Context: an optimization exercise on an open-source flow, tuned for small area, a short achievable clock period and few clock cycles. The choices shown serve that exercise and are no tape-out recipe.
At most, simulation tests tie the RTL to the original design; equivalence was not proved.
Power figures rest on the tool's default switching activity, not on a simulated workload.

Setup of 12-20:
==> flow/design.v (excerpt) <==
module RNN(clk,reset,busy,ready,i_en,idata,mdata_w,mce,mdata_r,maddr,msel);
For scale: roughly 5,200 cells after synthesis, roughly 2,900 flip-flops, roughly 98 I/O pins, about 76,000 um2 of cells after synthesis.
==> flow/config.mk <==
export PLATFORM = sky130hd
export DESIGN_NAME = RNN
export DESIGN_NICKNAME = RNN
export VERILOG_FILES = /design/flow/design.v
export SDC_FILE = /design/flow/constraint.sdc
export NUM_CORES = 4
export LEC_CHECK = 0
export ABC_CLOCK_PERIOD_IN_PS = 2300
export CAP_MARGIN = 20
export CORE_MARGIN = 2
export CORE_UTILIZATION = 60
export CTS_BUF_LIST = sky130_fd_sc_hd__clkbuf_16
export CTS_CLUSTER_DIAMETER = 100
export CTS_CLUSTER_SIZE = 30
export PLACE_DENSITY = 0.75
export SETUP_SLACK_MARGIN = 2.8
export SLEW_MARGIN = 20
==> flow/constraint.sdc <==
create_clock -name core_clock -period 5.0 [get_ports {clk}]
set_input_delay 1.0000 -clock core_clock [delete_from_list [all_inputs] [get_ports {clk}]]
set_output_delay 1.0000 -clock core_clock [all_outputs]
set_load 0.01 [all_outputs]
standard.sh (not shown) runs the stock make flow with config.mk's settings and CLKGATE_MAP_FILE= SYNTH_SCRIPT=/design/flow/synth_recipe.tcl, a recipe that flattens the netlist after the stock synthesis.
==> flow/flow/run.sh <==
#!/bin/bash
# The standard layout, except that the input and output ports are
# buffered with plain buffers (buf_4) rather than the delay-cell buffers
# buffer_ports picks by default.  make's full output goes to standard_flow.log;
# each ORFS step keeps its own log under orfs/logs.
set -euo pipefail
bash standard.sh "BUFFER_PORTS_ARGS=-buffer_cell sky130_fd_sc_hd__buf_4" finish > standard_flow.log 2>&1
12-20 went all the way through the flow, and no timing, DRC or antenna check failed.
Testbench counts of 12-20, summed over its fixed seeds: cycles 425,028.
Setup changes, 12-20 to 06-28
-- flow/design.v --
<<< 12-20, line 38
reg         pvalid;       
reg         tlq;          
wire [3:0]  xg = idata[4*pcnt[2:0] +: 4];
reg  [2:0]  xg_n;         
reg  [5:0]  cand;         
reg  [5:0]  wcnt;         
>>> 06-28, line 38
reg         pvalid;       
reg         tlq;          
reg  [3:0]  xg;           
wire [2:0]  xg_n = xg[0] + xg[1] + xg[2] + xg[3];
reg  [5:0]  cand;         
reg  [5:0]  wcnt;         
<<< 12-20, line 159
    if (ien_r) pcnt <= 4'd0;
    else if (pcnt != 4'd15) pcnt <= pcnt + 4'd1;
    xg_n <= {2'd0, xg[0]} + {2'd0, xg[1]} + {2'd0, xg[2]} + {2'd0, xg[3]};
    if (pcnt == 4'd1) pop <= {3'd0, xg_n};
    else if (pcnt >= 4'd2 && pcnt <= 4'd8) pop <= pop + {3'd0, xg_n};
>>> 06-28, line 159
    if (ien_r) pcnt <= 4'd0;
    else if (pcnt != 4'd15) pcnt <= pcnt + 4'd1;
    xg <= idata[4*pcnt[2:0] +: 4];
    if (pcnt == 4'd1) pop <= {3'd0, xg_n};
    else if (pcnt >= 4'd2 && pcnt <= 4'd8) pop <= pop + {3'd0, xg_n};
Results
- Diff 12-20 -> 06-28: ratio of final minimum period to clock period now sits higher; total non-filler cell area in the finished layout went up by about 0.34%.
- On 06-28: post-CTS setup repair buffer count is 3 lower than what 12-20 gave.
- Diff 12-20 and 06-28: maximum single-stage delay on the critical path lower in 12-20
- Per the comparison of 06-28 with 12-20, number of sequential cells level, number of nets at the end of the flow essentially unchanged, width of the die saw little to no change, largest vdd supply drop shows a reduction of about 1.1%, met3 layer usage reported by global route climbed 0.85 points.
Testbench counts of 06-28, summed over its fixed seeds: cycles 425,028.


## green
RNN, a different RTL version from the one above (not shown whole).
Size in the first run: ~5200 cells after synthesis, ~2900 flip-flops, roughly 98 I/O pins, ~75000 sq um of cells after synthesis.
export LEC_CHECK = 0
export ABC_CLOCK_PERIOD_IN_PS = 2400
export CAP_MARGIN = 20
export CORE_MARGIN = 2
export CORE_UTILIZATION = 60
export CTS_BUF_LIST = sky130_fd_sc_hd__clkbuf_8 sky130_fd_sc_hd__clkbuf_16
export CTS_CLUSTER_DIAMETER = 50
export CTS_CLUSTER_SIZE = 30
export PLACE_DENSITY = 0.75
export SETUP_SLACK_MARGIN = 2.6
export SLEW_MARGIN = 20
create_clock -name core_clock -period 5.0 [get_ports {clk}]
run.sh (not shown) runs the stock make flow with config.mk's settings and CLKGATE_MAP_FILE= SYNTH_SCRIPT=/design/flow/synth_recipe.tcl, a recipe that flattens the netlist after the stock synthesis.
Stock flow here: none of the scripts above is used.
Testbench counts of green, summed over its fixed seeds: cycles 425,040.
For purple, these inputs were changed with respect to green:
--- a/flow/design.v
+++ b/flow/design.v
@@ -28,21 +28,22 @@
 reg  [10:0] tcnt, tlast;
 reg         tpos;         
 reg  [2:0]  op;           
 reg         last_r;
 reg         busy_r, ien_r, mce_r, wr_r;
 reg  [2:0]  msel_r;
 reg  [16:0] maddr_r;
 reg  [17:0] wd;
 reg  [3:0]  pcnt;
 reg  [5:0]  pop;
-wire        pvalid = (pcnt >= 4'd11);    
+reg         pvalid;       
+reg         tlq;          
 reg  [3:0]  xg;           
 wire [2:0]  xg_n = xg[0] + xg[1] + xg[2] + xg[3];
 reg  [5:0]  kq;           
 reg  [5:0]  cand;         
 reg  [5:0]  wcnt;         
 reg         candeq;       
 reg         n63;          
 reg         slotA;        
 reg  [17:0] H;
 reg  [5:0]  jH;
@@ -112,21 +113,21 @@
                     n_k = (opA == OP_WHH) ? kcnt + 6'd1 : 6'd0;
                     n_last = (opA == OP_WHH) && (kcnt == 6'd62);
                 end
             end
             endcase
         end
     end
     ST_DRAIN: begin
         n_op = OP_PAD;
         if (!inflight && pvalid) begin
-            if (tcnt == tlast) begin
+            if (tlq) begin
                 n_st = ST_DONE; n_op = OP_NONE; n_busy = 1'b0;
             end else begin
                 n_st = ST_RUN; n_tcnt = tcnt + 11'd1; n_tpos = 1'b1;
                 n_op = OP_WS; n_j = cand; n_jb = cand; n_n = 6'd0;
             end
         end
     end
     default: begin  
         n_busy = 1'b0;
     end
@@ -145,39 +146,41 @@
     OP_WHH: begin p_msel = 3'b010; p_maddr = {5'd0, j, ph1}; end
     OP_T:   p_msel = 3'b100;
     default: p_mce = 1'b0;
     endcase
     if (wr_next) begin
         p_mce = 1'b1; p_msel = 3'b101; p_maddr = {tcnt, wj};
     end
 end
 always @(posedge clk) begin
     ph <= ph1;
+    pvalid <= ~ien_r & (pcnt >= 4'd10);
+    tlq <= (tcnt == tlast);
     if (ien_r) pcnt <= 4'd0;
     else if (pcnt != 4'd15) pcnt <= pcnt + 4'd1;
     xg <= idata[4*pcnt[2:0] +: 4];
     if (pcnt == 4'd1) pop <= {3'd0, xg_n};
     else if (pcnt >= 4'd2 && pcnt <= 4'd8) pop <= pop + {3'd0, xg_n};
     kq <= pop + 6'd9;
     cand <= ph1 + kq;
     candeq <= (ph1 + kq == jb);
     n63 <= (n_n == 6'd63);
     slotA <= (n_op == OP_WS) | (n_op == OP_PAD);
     if (st == ST_START && ien_r) tlast <= mdata_r[10:0] - 11'd1;
     st <= n_st; opA <= n_op; lastA <= n_last; widxA <= n_widx; busyA <= n_busy;
     tpos <= n_tpos; j <= n_j; jb <= n_jb; n <= n_n; kcnt <= n_k;
     mask <= n_mask; tcnt <= n_tcnt; wcnt <= n_wcnt;
     op <= opA; last_r <= lastA;
     mce_r <= p_mce; msel_r <= p_msel; maddr_r <= p_maddr; wr_r <= wr_next;
     wd <= wr_next ? (lf1 ? hres : H) : 18'd0;
     busy_r <= (st == ST_IDLE) ? ready : busyA;
-    ien_r <= (st == ST_IDLE) ? ready : (opA == OP_WS && n63 && tcnt != tlast);
+    ien_r <= (st == ST_IDLE) ? ready : (opA == OP_WS && n63 && ~tlq);
     if (reset) begin
         ph <= 6'd0;
         st <= ST_IDLE; opA <= OP_T; slotA <= 1'b0; lastA <= 1'b0; busyA <= 1'b0;
         tpos <= 1'b0; tcnt <= 11'd0;
         op <= OP_NONE; last_r <= 1'b0;
         mce_r <= 1'b1; msel_r <= 3'b100; wr_r <= 1'b0;
         busy_r <= 1'b0; ien_r <= 1'b0;
     end
 end
 reg  [18*64-1:0] ra, rb;
- Comparing green with purple, the flip-flop and latch count after synthesis came out essentially unchanged.
- Looking at core utilization, purple sits 1.1 points lower than green does.
- From green to purple the numbers moved as follows: proportion of total power due to net switching up 0.21 points; non-filler instance count after layout ~0 delta; routed wire length shows a reduction of about 1.5%.
- Max fmax across green and purple: green
- In the tables for green and purple, pre-CTS worst setup slack reads higher with green.
- For green, the critical path launch point was lo_r[6]$_DFF_P_, unlike purple, where it was mdata_r[19].
- Comparing green with purple, the placer's final routability congestion estimate came out essentially unchanged.
- ~same footprint of the flip-flops and latches in green and purple
- Delta (purple minus green): signed area change from the synthesized netlist to the final layout -1.4 points; synthesized cell count shows an increase of 49; required time at the endpoint of the critical path moved down.
- On worst hold slack, green beats purple.
Function not checked in purple: the RTL went through the layout flow alone.

## what the ideal ports hide
No port has a modelled driver above. Below, the same layouts with a new extraction and two added sets of constraints.
Step 1 (the two cells are an assumption about what drives the block):
set clk [get_ports {clk}]
set_driving_cell -lib_cell sky130_fd_sc_hd__clkbuf_16 $clk
set_driving_cell -lib_cell sky130_fd_sc_hd__buf_2 [delete_from_list [all_inputs] $clk]
Step 2 moves the port delays by t, midway between the first and last clock arrival at a register: inputs arrive t later, outputs are due t later. That takes back most of the time a late clock gives input paths.
a / b / c = ideal ports / drivers / drivers and shift; a / b = the first two.
run | t, ns | setup WS [ns] | worst setup path at the end
12-20 | 0.818 | 2.697 / 2.623 / 2.106 | input to register
06-28 | 0.829 | 2.673 / 2.598 / 2.093 | input to register
green | 0.874 | 2.636 / 2.595 / 1.783 | input to register
purple | 0.865 | 2.609 / 2.599 / 1.756 | input to register
After both steps setup and hold are still met in every run listed.
